Context: an optimization exercise on an open-source flow, tuned for small area, a short achievable clock period and few clock cycles per item. The choices shown serve that exercise and are no tape-out recipe.
No run shown here included a check of the RTL's function; only the layout flow was run.
Power figures rest on the tool's default switching activity, not on a simulated workload.

==> flow/design.v, too long to show whole: its modules and the start of the top module <==
// module madd_pipeline: 1136 lines
module madd_pipeline #(parameter data_width = 16, parameter n_blocks = 256, parameter full_width = 2 * data_width + 8, parameter n_channels = 16)
	(
		input wire clk,
		input wire reset,
		input wire enable,
		input  wire in_valid,
		output wire in_ready,
		output wire out_valid,
		input  wire out_ready,
		input  wire [$clog2(n_blocks) - 1 : 0] block_in,
		output wire [$clog2(n_blocks) - 1 : 0] block_out,
		input wire [4:0] shift,
		input wire shift_disable,
		input wire signedness,
		input wire saturate_disable,
		input wire signed [data_width - 1 : 0] arg_a_in,
		input wire signed [data_width - 1 : 0] arg_b_in,
		input wire signed [data_width - 1 : 0] arg_c_in,
		output wire signed [full_width - 1 : 0] result_out,
		input  wire [ch_addr_w - 1 : 0] dest_in,
		output wire [ch_addr_w - 1 : 0] dest_out,
		input  wire [4 - 1 : 0] commit_id_in,
		output wire [4 - 1 : 0] commit_id_out,
		input wire commit_flag_in,
		output wire commit_flag_out
	);
  // ...
==> flow/flow/run.sh <==
#!/bin/bash
# Own layout flow: the standard flow (standard.sh, unchanged synthesis),
# with the port buffers that buffer_ports inserts made plain sky130 buffers
# (buffer_ports otherwise picks clkdlybuf4s50_1, a slow 10 um2 delay cell).
# The full output of the flow goes to flow_standard.log in this folder.
set -euo pipefail
cd "$(dirname "$0")/.."
EXTRA=()
if [[ -f flow/extra.mk ]]; then
  while IFS= read -r line; do
    [[ -z "$line" || "$line" == \#* ]] && continue
    EXTRA+=("$line")
  done < flow/extra.mk
fi
bash standard.sh "BUFFER_PORTS_ARGS=-buffer_cell sky130_fd_sc_hd__buf_2" ${EXTRA[@]+"${EXTRA[@]}"} finish > flow_standard.log 2>&1
==> flow/standard.sh <==
#!/bin/bash
# synth_recipe.tcl (not shown) runs the flow's synth.tcl, then flattens the netlist and writes it again
# the make line also repeats each setting of config.mk as NAME=value (left out here)
make -C /OpenROAD-flow-scripts/flow DESIGN_CONFIG=/design/flow/config.mk WORK_HOME=/design/flow/orfs CLKGATE_MAP_FILE= SYNTH_SCRIPT=/design/flow/synth_recipe.tcl "${@:-finish}"
==> flow/config.mk <==
export PLATFORM = sky130hd
export DESIGN_NAME = madd_pipeline
export DESIGN_NICKNAME = madd_pipeline
export VERILOG_FILES = /design/flow/design.v
export SDC_FILE = /design/flow/constraint.sdc
export NUM_CORES = 4
export LEC_CHECK = 0
export ABC_AREA = 1
export CAP_MARGIN = 20
export CORE_MARGIN = 2
export CORE_UTILIZATION = 40
export SETUP_SLACK_MARGIN = 2.0
export SLEW_MARGIN = 20
==> flow/constraint.sdc <==
create_clock -name core_clock -period 7.5 [get_ports {clk}]
set_input_delay 1.5000 -clock core_clock [delete_from_list [all_inputs] [get_ports {clk}]]
set_output_delay 1.5000 -clock core_clock [all_outputs]
set_load 0.01 [all_outputs]
==> summary.txt, run 1 <==
Critical path
  – WP data required: 7.61 ns
  – Crit path capture: lo_q[9]
  – RR Endpoint: c_q[9]
  – Reg2Reg Setup Slack: 5.41 ns
  – Worst Path Buf+Inv: 4
  – Critical path class: input pin to register

Layout
  – Fraction of area in multi-input gates: 64.4%
  – Buffering overhead: 5.62%
  – Fill cells: 4070
  – Multi-input comb cells: 1607
  – Most frequent cells in the layout: nand2_1, inv_1, xor2_1, o22ai_1, fa_1

Synthesis
  – Synth warnings: 1
  – Adder-Cell Fraction of Synth Area: 22.9%
  – Number of synthesized flops with an enable pin: 100
  – Async set-or-reset flop fraction in the synthesized netlist: 0%
  – Fraction of synthesized area in multiplexers: 0.517%

Timing
  – RSZ-0062 raised after global routing: true
  – Worst Tran Pin Value: 0.942 ns

Clock tree
  – Num CTS Buffers: 9
  – Clock transition at path regs: 0.07 ns
  – Postcts setup bufs: 5
  – CTS tree: built
  – Num Clock Sinks: 101

Pwr
  – Reg power frac: 16.8%
  – Seq power: 0.00103 W

Global route
  – Initial antenna violation count: 0
  – GR Util All Layers: 23.7%
  – Met3 GRT Util: 2.16%
  – Largest net degree at the start of global routing: 75
  – Grt total ovfl: 0

Status
  – Run status: finished clean

Place
  – Dpl cell area: 0.0167 mm2
  – Buffers on Ports: 136
  – Placed cell count: 2723
  – GPL Wtd Cong: 0.937

Die
  – Core Region: 0.0387 mm2
  – IO Count: 137
  – Placement row count: 72

Drt
  – M1 wire length: 22300 um
  – Max layer used: met4

Hold path
  – Hold EP: v_q
==> run 2: changes to the inputs <==
--- a/flow/design.v
+++ b/flow/design.v
@@ -1063,17 +1063,78 @@
 	assign s497 = crow[31] ^ c430 ^ s431;
 	assign c498 = (crow[31] & c430) | (crow[31] & s431) | (c430 & s431);
 	assign s499 = crow[32] ^ s433 ^ c432;
 	assign c500 = (crow[32] & s433) | (crow[32] & c432) | (s433 & c432);
 	assign s501 = pp162 ^ c434 ^ crow[33];
 	assign c502 = (pp162 & c434) | (pp162 & crow[33]) | (c434 & crow[33]);
 	wire [33:0] row0 = {s501, s499, s497, s495, s493, s491, c488, c486, s485, s483, s481, c478, c476, c474, c472, c470, c468, c466, c464, c462, c460, c458, c456, c454, c452, c450, c448, c446, c444, c442, c440, c438, c436, crow[0]};
 	wire [33:0] row1 = {c500, c498, c496, c494, c492, c490, s489, s487, c484, c482, c480, s479, s477, s475, s473, s471, s469, s467, s465, s463, s461, s459, s457, s455, s453, s451, s449, s447, s445, s443, s441, s439, s437, s435};
-	wire [10:0] sum_lo = row0[9:0] + row1[9:0];
+	wire [10:0] sum_lo;
+	wire [9:0] fl_p, fl_g;
+	assign fl_p[0] = row0[0] ^ row1[0];
+	assign fl_g[0] = row0[0] & row1[0];
+	assign fl_p[1] = row0[1] ^ row1[1];
+	assign fl_g[1] = row0[1] & row1[1];
+	assign fl_p[2] = row0[2] ^ row1[2];
+	assign fl_g[2] = row0[2] & row1[2];
+	assign fl_p[3] = row0[3] ^ row1[3];
+	assign fl_g[3] = row0[3] & row1[3];
+	assign fl_p[4] = row0[4] ^ row1[4];
+	assign fl_g[4] = row0[4] & row1[4];
+	assign fl_p[5] = row0[5] ^ row1[5];
+	assign fl_g[5] = row0[5] & row1[5];
+	assign fl_p[6] = row0[6] ^ row1[6];
+	assign fl_g[6] = row0[6] & row1[6];
+	assign fl_p[7] = row0[7] ^ row1[7];
+	assign fl_g[7] = row0[7] & row1[7];
+	assign fl_p[8] = row0[8] ^ row1[8];
+	assign fl_g[8] = row0[8] & row1[8];
+	assign fl_p[9] = row0[9] ^ row1[9];
+	assign fl_g[9] = row0[9] & row1[9];
+	wire fl_G1 = fl_g[1] | (fl_p[1] & fl_g[0]);
+	wire fl_P1 = fl_p[1] & fl_p[0];
+	wire fl_G2 = fl_g[3] | (fl_p[3] & fl_g[2]);
+	wire fl_P2 = fl_p[3] & fl_p[2];
+	wire fl_G3 = fl_g[5] | (fl_p[5] & fl_g[4]);
+	wire fl_P3 = fl_p[5] & fl_p[4];
+	wire fl_G4 = fl_g[7] | (fl_p[7] & fl_g[6]);
+	wire fl_P4 = fl_p[7] & fl_p[6];
+	wire fl_G5 = fl_g[9] | (fl_p[9] & fl_g[8]);
+	wire fl_P5 = fl_p[9] & fl_p[8];
+	wire fl_G6 = fl_G2 | (fl_P2 & fl_G1);
+	wire fl_P6 = fl_P2 & fl_P1;
+	wire fl_G7 = fl_G4 | (fl_P4 & fl_G3);
+	wire fl_P7 = fl_P4 & fl_P3;
+	wire fl_G8 = fl_G7 | (fl_P7 & fl_G6);
+	wire fl_P8 = fl_P7 & fl_P6;
+	wire fl_G9 = fl_G3 | (fl_P3 & fl_G6);
+	wire fl_P9 = fl_P3 & fl_P6;
+	wire fl_G10 = fl_G5 | (fl_P5 & fl_G8);
+	wire fl_P10 = fl_P5 & fl_P8;
+	wire fl_G11 = fl_g[2] | (fl_p[2] & fl_G1);
+	wire fl_P11 = fl_p[2] & fl_P1;
+	wire fl_G12 = fl_g[4] | (fl_p[4] & fl_G6);
+	wire fl_P12 = fl_p[4] & fl_P6;
+	wire fl_G13 = fl_g[6] | (fl_p[6] & fl_G9);
+	wire fl_P13 = fl_p[6] & fl_P9;
+	wire fl_G14 = fl_g[8] | (fl_p[8] & fl_G8);
+	wire fl_P14 = fl_p[8] & fl_P8;
+	assign sum_lo[0] = fl_p[0];
+	assign sum_lo[1] = fl_p[1] ^ fl_g[0];
+	assign sum_lo[2] = fl_p[2] ^ fl_G1;
+	assign sum_lo[3] = fl_p[3] ^ fl_G11;
+	assign sum_lo[4] = fl_p[4] ^ fl_G6;
+	assign sum_lo[5] = fl_p[5] ^ fl_G12;
+	assign sum_lo[6] = fl_p[6] ^ fl_G9;
+	assign sum_lo[7] = fl_p[7] ^ fl_G13;
+	assign sum_lo[8] = fl_p[8] ^ fl_G8;
+	assign sum_lo[9] = fl_p[9] ^ fl_G14;
+	wire fl_cout = fl_G10;
+	assign sum_lo[10] = fl_cout;
 	reg        v_q;
 	reg [3:0]  sh_q;
 	reg        big_q, rb_en_q, satd_q, sg_q;
 	reg [15:0] c_q;
 	reg [7:0]  block_q;
 	reg [3:0]  dest_q, cid_q;
 	reg        cf_q;
 	reg [10:0] lo_q;
@@ -1105,17 +1166,175 @@
 			sg_q    <= signedness;
 			c_q     <= arg_c_in;
 			block_q <= block_in;
 			dest_q  <= dest_in;
 			cid_q   <= commit_id_in;
 			cf_q    <= commit_flag_in;
 		end
 	end
-	wire [33:0] x = {h0_q + h1_q + lo_q[10], lo_q[9:0]};
+	wire [23:0] xh;
+	wire [23:0] fh_p, fh_g;
+	assign fh_p[0] = h0_q[10] ^ h1_q[10];
+	assign fh_g[0] = h0_q[10] & h1_q[10];
+	assign fh_p[1] = h0_q[11] ^ h1_q[11];
+	assign fh_g[1] = h0_q[11] & h1_q[11];
+	assign fh_p[2] = h0_q[12] ^ h1_q[12];
+	assign fh_g[2] = h0_q[12] & h1_q[12];
+	assign fh_p[3] = h0_q[13] ^ h1_q[13];
+	assign fh_g[3] = h0_q[13] & h1_q[13];
+	assign fh_p[4] = h0_q[14] ^ h1_q[14];
+	assign fh_g[4] = h0_q[14] & h1_q[14];
+	assign fh_p[5] = h0_q[15] ^ h1_q[15];
+	assign fh_g[5] = h0_q[15] & h1_q[15];
+	assign fh_p[6] = h0_q[16] ^ h1_q[16];
+	assign fh_g[6] = h0_q[16] & h1_q[16];
+	assign fh_p[7] = h0_q[17] ^ h1_q[17];
+	assign fh_g[7] = h0_q[17] & h1_q[17];
+	assign fh_p[8] = h0_q[18] ^ h1_q[18];
+	assign fh_g[8] = h0_q[18] & h1_q[18];
+	assign fh_p[9] = h0_q[19] ^ h1_q[19];
+	assign fh_g[9] = h0_q[19] & h1_q[19];
+	assign fh_p[10] = h0_q[20] ^ h1_q[20];
+	assign fh_g[10] = h0_q[20] & h1_q[20];
+	assign fh_p[11] = h0_q[21] ^ h1_q[21];
+	assign fh_g[11] = h0_q[21] & h1_q[21];
+	assign fh_p[12] = h0_q[22] ^ h1_q[22];
+	assign fh_g[12] = h0_q[22] & h1_q[22];
+	assign fh_p[13] = h0_q[23] ^ h1_q[23];
+	assign fh_g[13] = h0_q[23] & h1_q[23];
+	assign fh_p[14] = h0_q[24] ^ h1_q[24];
+	assign fh_g[14] = h0_q[24] & h1_q[24];
+	assign fh_p[15] = h0_q[25] ^ h1_q[25];
+	assign fh_g[15] = h0_q[25] & h1_q[25];
+	assign fh_p[16] = h0_q[26] ^ h1_q[26];
+	assign fh_g[16] = h0_q[26] & h1_q[26];
+	assign fh_p[17] = h0_q[27] ^ h1_q[27];
+	assign fh_g[17] = h0_q[27] & h1_q[27];
+	assign fh_p[18] = h0_q[28] ^ h1_q[28];
+	assign fh_g[18] = h0_q[28] & h1_q[28];
+	assign fh_p[19] = h0_q[29] ^ h1_q[29];
+	assign fh_g[19] = h0_q[29] & h1_q[29];
+	assign fh_p[20] = h0_q[30] ^ h1_q[30];
+	assign fh_g[20] = h0_q[30] & h1_q[30];
+	assign fh_p[21] = h0_q[31] ^ h1_q[31];
+	assign fh_g[21] = h0_q[31] & h1_q[31];
+	assign fh_p[22] = h0_q[32] ^ h1_q[32];
+	assign fh_g[22] = h0_q[32] & h1_q[32];
+	assign fh_p[23] = h0_q[33] ^ h1_q[33];
+	assign fh_g[23] = h0_q[33] & h1_q[33];
+	wire fh_g0c = fh_g[0] | (fh_p[0] & lo_q[10]);
+	wire fh_G1 = fh_g[1] | (fh_p[1] & fh_g0c);
+	wire fh_P1 = fh_p[1] & fh_p[0];
+	wire fh_G2 = fh_g[3] | (fh_p[3] & fh_g[2]);
+	wire fh_P2 = fh_p[3] & fh_p[2];
+	wire fh_G3 = fh_g[5] | (fh_p[5] & fh_g[4]);
+	wire fh_P3 = fh_p[5] & fh_p[4];
+	wire fh_G4 = fh_g[7] | (fh_p[7] & fh_g[6]);
+	wire fh_P4 = fh_p[7] & fh_p[6];
+	wire fh_G5 = fh_g[9] | (fh_p[9] & fh_g[8]);
+	wire fh_P5 = fh_p[9] & fh_p[8];
+	wire fh_G6 = fh_g[11] | (fh_p[11] & fh_g[10]);
+	wire fh_P6 = fh_p[11] & fh_p[10];
+	wire fh_G7 = fh_g[13] | (fh_p[13] & fh_g[12]);
+	wire fh_P7 = fh_p[13] & fh_p[12];
+	wire fh_G8 = fh_g[15] | (fh_p[15] & fh_g[14]);
+	wire fh_P8 = fh_p[15] & fh_p[14];
+	wire fh_G9 = fh_g[17] | (fh_p[17] & fh_g[16]);
+	wire fh_P9 = fh_p[17] & fh_p[16];
+	wire fh_G10 = fh_g[19] | (fh_p[19] & fh_g[18]);
+	wire fh_P10 = fh_p[19] & fh_p[18];
+	wire fh_G11 = fh_g[21] | (fh_p[21] & fh_g[20]);
+	wire fh_P11 = fh_p[21] & fh_p[20];
+	wire fh_G12 = fh_g[23] | (fh_p[23] & fh_g[22]);
+	wire fh_P12 = fh_p[23] & fh_p[22];
+	wire fh_G13 = fh_G2 | (fh_P2 & fh_G1);
+	wire fh_P13 = fh_P2 & fh_P1;
+	wire fh_G14 = fh_G4 | (fh_P4 & fh_G3);
+	wire fh_P14 = fh_P4 & fh_P3;
+	wire fh_G15 = fh_G6 | (fh_P6 & fh_G5);
+	wire fh_P15 = fh_P6 & fh_P5;
+	wire fh_G16 = fh_G8 | (fh_P8 & fh_G7);
+	wire fh_P16 = fh_P8 & fh_P7;
+	wire fh_G17 = fh_G10 | (fh_P10 & fh_G9);
+	wire fh_P17 = fh_P10 & fh_P9;
+	wire fh_G18 = fh_G12 | (fh_P12 & fh_G11);
+	wire fh_P18 = fh_P12 & fh_P11;
+	wire fh_G19 = fh_G14 | (fh_P14 & fh_G13);
+	wire fh_P19 = fh_P14 & fh_P13;
+	wire fh_G20 = fh_G16 | (fh_P16 & fh_G15);
+	wire fh_P20 = fh_P16 & fh_P15;
+	wire fh_G21 = fh_G18 | (fh_P18 & fh_G17);
+	wire fh_P21 = fh_P18 & fh_P17;
+	wire fh_G22 = fh_G20 | (fh_P20 & fh_G19);
+	wire fh_P22 = fh_P20 & fh_P19;
+	wire fh_G23 = fh_G21 | (fh_P21 & fh_G22);
+	wire fh_P23 = fh_P21 & fh_P22;
+	wire fh_G24 = fh_G15 | (fh_P15 & fh_G19);
+	wire fh_P24 = fh_P15 & fh_P19;
+	wire fh_G25 = fh_G17 | (fh_P17 & fh_G22);
+	wire fh_P25 = fh_P17 & fh_P22;
+	wire fh_G26 = fh_G3 | (fh_P3 & fh_G13);
+	wire fh_P26 = fh_P3 & fh_P13;
+	wire fh_G27 = fh_G5 | (fh_P5 & fh_G19);
+	wire fh_P27 = fh_P5 & fh_P19;
+	wire fh_G28 = fh_G7 | (fh_P7 & fh_G24);
+	wire fh_P28 = fh_P7 & fh_P24;
+	wire fh_G29 = fh_G9 | (fh_P9 & fh_G22);
+	wire fh_P29 = fh_P9 & fh_P22;
+	wire fh_G30 = fh_G11 | (fh_P11 & fh_G25);
+	wire fh_P30 = fh_P11 & fh_P25;
+	wire fh_G31 = fh_g[2] | (fh_p[2] & fh_G1);
+	wire fh_P31 = fh_p[2] & fh_P1;
+	wire fh_G32 = fh_g[4] | (fh_p[4] & fh_G13);
+	wire fh_P32 = fh_p[4] & fh_P13;
+	wire fh_G33 = fh_g[6] | (fh_p[6] & fh_G26);
+	wire fh_P33 = fh_p[6] & fh_P26;
+	wire fh_G34 = fh_g[8] | (fh_p[8] & fh_G19);
+	wire fh_P34 = fh_p[8] & fh_P19;
+	wire fh_G35 = fh_g[10] | (fh_p[10] & fh_G27);
+	wire fh_P35 = fh_p[10] & fh_P27;
+	wire fh_G36 = fh_g[12] | (fh_p[12] & fh_G24);
+	wire fh_P36 = fh_p[12] & fh_P24;
+	wire fh_G37 = fh_g[14] | (fh_p[14] & fh_G28);
+	wire fh_P37 = fh_p[14] & fh_P28;
+	wire fh_G38 = fh_g[16] | (fh_p[16] & fh_G22);
+	wire fh_P38 = fh_p[16] & fh_P22;
+	wire fh_G39 = fh_g[18] | (fh_p[18] & fh_G29);
+	wire fh_P39 = fh_p[18] & fh_P29;
+	wire fh_G40 = fh_g[20] | (fh_p[20] & fh_G25);
+	wire fh_P40 = fh_p[20] & fh_P25;
+	wire fh_G41 = fh_g[22] | (fh_p[22] & fh_G30);
+	wire fh_P41 = fh_p[22] & fh_P30;
+	assign xh[0] = fh_p[0] ^ lo_q[10];
+	assign xh[1] = fh_p[1] ^ fh_g0c;
+	assign xh[2] = fh_p[2] ^ fh_G1;
+	assign xh[3] = fh_p[3] ^ fh_G31;
+	assign xh[4] = fh_p[4] ^ fh_G13;
+	assign xh[5] = fh_p[5] ^ fh_G32;
+	assign xh[6] = fh_p[6] ^ fh_G26;
+	assign xh[7] = fh_p[7] ^ fh_G33;
+	assign xh[8] = fh_p[8] ^ fh_G19;
+	assign xh[9] = fh_p[9] ^ fh_G34;
+	assign xh[10] = fh_p[10] ^ fh_G27;
+	assign xh[11] = fh_p[11] ^ fh_G35;
+	assign xh[12] = fh_p[12] ^ fh_G24;
+	assign xh[13] = fh_p[13] ^ fh_G36;
+	assign xh[14] = fh_p[14] ^ fh_G28;
+	assign xh[15] = fh_p[15] ^ fh_G37;
+	assign xh[16] = fh_p[16] ^ fh_G22;
+	assign xh[17] = fh_p[17] ^ fh_G38;
+	assign xh[18] = fh_p[18] ^ fh_G29;
+	assign xh[19] = fh_p[19] ^ fh_G39;
+	assign xh[20] = fh_p[20] ^ fh_G25;
+	assign xh[21] = fh_p[21] ^ fh_G40;
+	assign xh[22] = fh_p[22] ^ fh_G30;
+	assign xh[23] = fh_p[23] ^ fh_G41;
+	wire fh_cout = fh_G23;
+	wire [33:0] x = {xh, lo_q[9:0]};
 	wire signed [33:0] y = $signed(x) >>> sh_q;
 	wire [32:0] xd = x[33:1] ^ x[32:0];
 	reg  [32:0] ovf_mask;
 	integer k;
 	always @(*)
 		for (k = 0; k < 33; k = k + 1)
 			ovf_mask[k] = (k >= 15 + sh_q);
 	wire ovf_y = |(xd & ovf_mask);
==> summary.txt, run 2 <==
Status
  – Run status: finished clean (unchanged)

Synthesis
  – Number of synthesized flops with an enable pin: 100 (unchanged)
  – Mapped cell area: 0.0155 mm2 (was 0.0157 mm2)
  – FF+latch count, synth: 101 (unchanged)
  – Area fraction of the dominant cell type after synthesis: 20.1% (was 19.1%)
  – Most common library cells after synthesis: nand2_1, inv_1, o21ai_0 (was nand2_1, inv_1, xor2_1)
  – Post-synth top flop: edfxtp_1 (unchanged)
  – Largest cells by area after synthesis: fa_1, edfxtp_1, nand2_1, xor2_1, inv_1 (was edfxtp_1, fa_1, nand2_1, xor2_1, inv_1)
  – Area leader, netlist: fa_1 (was edfxtp_1)
  – Synth warnings: 1 (unchanged)
  – Netlist cell types: 46 (was 50)
  – Sequential cell area fraction in the yosys report: 19.5% (was 19.2%)
  – Async set-or-reset flop fraction in the synthesized netlist: 0% (unchanged)
  – Avg Inst Size Synth: 7.52 um2 (was 7.27 um2)
  – Mapped Nets: 2355 (was 2446)
  – Count leader, synth: nand2_1 (unchanged)
  – Gate Count Post-Synth: 2062 (was 2165)

Pwr
  – Pleak: 8.37 nW (was 8.45 nW)
  – Worst-case vdd ir drop: 0.151 mV (was 0.179 mV)
  – P_int: 0.00284 W (was 0.00286 W)
  – Reg power frac: 17.9% (was 16.8%)
  – Switching pwr: 0.00294 W (was 0.00325 W)
  – Clock share of power: 8.3% (was 7.5%)
  – Comb power frac: 73.9% (was 75.7%)
  – Power per cell area: 332 mW/mm2 (was 347 mW/mm2)
  – Sw Ratio: 50.9% (was 53.2%)

Timing
  – Final setup fails: 0 (unchanged)
  – Fin. Hold Viols: 0 (unchanged)
  – Final setup TNS: 0 ns (unchanged)
  – Minimum clock period: 6.26 ns (was 5.35 ns)
  – Worst Tran Pin Value: 0.952 ns (was 0.942 ns)
  – Slew Viols, Final: 0 (unchanged)
  – Clock Skews: 0.00764 ns (was 0.0106 ns)
  – Slew headroom: 36.5% (was 37.2%)
  – Fmax: 160 MHz (was 187 MHz)
  – Crit share post-route: 83.4% (was 71.3%)
  – RSZ-0062 raised after global routing: true (unchanged)

Place
  – Buffers on Ports: 136 (unchanged)
  – GPL Wtd Cong: 0.939 (was 0.937)
  – DPL Wire Length: 37600 um (was 39200 um)
  – Placed cell count: 2620 (was 2723)

Critical path
  – Critical path startpoint: lo_q[10] (was arg_b_in[7])
  – R2r worst-path depth: 4 (unchanged)
  – Crit Path Max Fanout: 7 (was 13)
  – WP data required: 6.00 ns (was 7.61 ns)
  – Critical path class: register to output port (was input pin to register)
  – Worst r2r src: v_q (unchanged)
  – Crit path capture type: output port (was register)
  – CP arrival: 4.76 ns (was 5.46 ns)
  – CP startpoint kind: register (was input pin)

Layout
  – Most frequent cells in the layout: nand2_1, inv_1, o21ai_0, xor2_1, fa_1 (was nand2_1, inv_1, xor2_1, o22ai_1, fa_1)
  – Leading cell type in the layout, fill and taps excluded: nand2_1 (unchanged)
  – Synthesis-to-finish area growth: 12.5% (was 12.0%)
  – Ant. Diodes: 0 (unchanged)
  – Non-filler cells, final: 2670 (was 2763)
  – Biggest regs: h0_q x24, h1_q x24, c_q x16 (unchanged)
  – Final-stage net count: 2440 (was 2521)
  – Area of the multi-input gates: 0.0110 mm2 (was 0.0114 mm2)
  – Fill cells: 3875 (was 4070)
  – Register area: 0.00302 mm2 (unchanged)
  – Share of layout cells above drive strength 1: 14.0% (was 12.6%)

Die
  – Starting Density: 40.3% (was 40.6%)
  – Die width: 201 um (was 202 um)
  – IO Count: 137 (unchanged)
  – Placement row count: 72 (unchanged)
  – Core Region: 0.0385 mm2 (was 0.0387 mm2)
  – Die ar.: 0.0404 mm2 (was 0.0409 mm2)
  – DIE HEIGHT: 201 um (was 202 um)

Drt
  – Drt initial violations: 1160 (was 1042)
  – DRC violations left: 0 (unchanged)
  – Initial DRT Pass Iterations: 6 (was 5)
  – Post-route antenna net violation count: 0 (unchanged)
  – Avg WL per Cell: 18.3 um (was 17.8 um)
  – Vias: 14200 (was 14600)
  – Drt total wl: 48900 um (was 49100 um)
  – Via density: 5.32 (was 5.30)

Clock tree
  – Clk root buf: clkbuf_16 (unchanged)
  – Max Root-Sink Buffers: 2 (unchanged)
  – Later-pin clock latency in the skew report: 0.37 ns (about the same)
  – H-tree Lvls: 3 (unchanged)
  – Num Clock Sinks: 101 (unchanged)
  – CTS Hold Bufs: 0 (unchanged)
  – Clock transition at path regs: 0.07 ns (about the same)
  – Num CTS Buffers: 9 (unchanged)
  – CTS tree: built (unchanged)

Global route
  – GR Util All Layers: 24.1% (was 23.7%)
  – Grt total ovfl: 0 (unchanged)
  – Vias in the first global route: 13800 (was 13900)
  – Initial antenna violation count: 0 (unchanged)
  – Largest net degree at the start of global routing: 73 (was 75)
  – First-pass GRT wire length: 76400 um (was 76700 um)

Flow run
  – Max Cap Viol: 0 (unchanged)

Hold path
  – Hold Path Depth: 2 (unchanged)
  – Hold_sp: v_q (unchanged)
  – Hold WC Path Type: register to register (unchanged)
-- run 2: final cells by class --
cell class / count / share of cell area, %
multi-input combinational: 1495 / 62.9
clock buffer: 9 / 1.29
tap: 518 / 3.71
inverter: 355 / 7.82
clock inverter: 7 / 0.416
sequential: 101 / 17.3
timing repair buffer: 181 / 6.46
timing repair inverter: 4 / 0.115
-- run 2: final timing paths --
kind                                       end  slack, ns
worst max register to register          c_q[3]       5.39
worst max-delay path            result_out[35]       1.24
worst min register to register             v_q       0.48
worst min-delay path                       v_q       0.48
-- run 2: what timing repair did --
item                                    CTS  global route
gates resized for setup                  60            38
buffers inserted                          9            17
cloned                                    5             3
pin swaps                                24            23
endpoints found under the setup margin   47            45
-- run 2: logic make-up (layout without fill, tap and decap cells) --
group	after synthesis	in the layout	share of synthesized area (%)
XOR/XNOR	164	164	9.26
flip-flops	101	101	19.5
multiplexers	9	9	0.581
adder cells (fa/ha/maj)	215	215	24.9
AO/OA/AOI/OAI	418	418	15.1
AND/OR/NAND/NOR	685	689	18.7
buffers and inverters	470	556	11.9
-- run 2: through the flow --
| step | util [%] | instance area [um2] | setup WS [ns] | power (W) | hold slack [ns] |
|---|---|---|---|---|---|
| after detailed placement | 42.9 | 16500 | 0.892 | 0.00512 | 0.480 |
| after global routing | 45.4 | 17400 | 0.982 | 0.00646 | 0.518 |
| after floorplan | - | 15500 | 2.00 | 0.00394 | 0.488 |
| after global placement | 42.9 | 16500 | 1.06 | 0.00503 | 0.457 |
| final | 45.4 | 17400 | 1.24 | 0.00579 | 0.483 |
| after CTS | 44.6 | 17200 | 1.13 | 0.00575 | 0.491 |
-- run 2: power by group through the flow --
stage	sequential (W)	clock, W	combinational, W
after floorplan	0.00102	0	0.00292
after global placement	0.00104	0	0.00399
after detailed placement	0.00105	0	0.00408
after CTS	0.00104	0.000491	0.00423
after global routing	0.00105	0.000511	0.00490
final	0.00103	0.000479	0.00428
-- run 2: layer usage --
layer | wire length [um] | part of all wire (%) | track usage, %
met1 | 21000 | 43 | 31.6
met2 | 23500 | 48 | 40.5
met3 | 2570 | 5.2 | 2.63
met4 | 1870 | 3.8 | 9.87
met5 | 0 | 0 | 0
-- run 2: worst max-delay path, stage by stage, from the launching register on --
cell	delay, ns
edfxtp_1	0.36
fa_2	0.21
inv_2	0.04
fa_2	0.33
nand3b_1	0.18
nand3_2	0.11
a31oi_4	0.10
o21ai_2	0.18
a21oi_2	0.10
o21ai_2	0.17
inv_2	0.05
o21bai_1	0.16
inv_1	0.10
fa_2	0.56
inv_2	0.06
xor2_2	0.16
o21ai_1	0.10
nand2_1	0.08
nor2_2	0.15
nand2_1	0.07
nor2_1	0.10
nand4_1	0.20
nand2_2	0.22
nand2_8	0.11
nand2_8	0.11
nand3_4	0.12
nand2_8	0.14
buf_6	0.11

## afterwards: timing with drivers on the ports
Ports are ideal in the flow. The routed layouts listed here were re-timed in OpenROAD. Step 1 assumes that a clkbuf_16 drives the clock port and a buf_2 every other input. Step 2, shift: input delay + t, output delay - t, t = (earliest + latest rising clock arrival at the registers) / 2. This alone moves slack from input paths to output paths. a / b / c = ideal / step 1 / step 2; a / b = the first two.
run | t, ns | setup WS [ns] | slew at the worst register clock pin (ns)
run 1 | 0.405 | 2.155 / 2.111 / 1.775 | 0.08 / 0.08
run 2 | 0.413 | 1.242 / 1.187 / 1.600 | 0.08 / 0.08
After both steps every run listed still meets setup and hold. For run 1, which loses most, drivers alone change the setup slack by -0.044 ns; drivers and shift together by -0.380 ns.
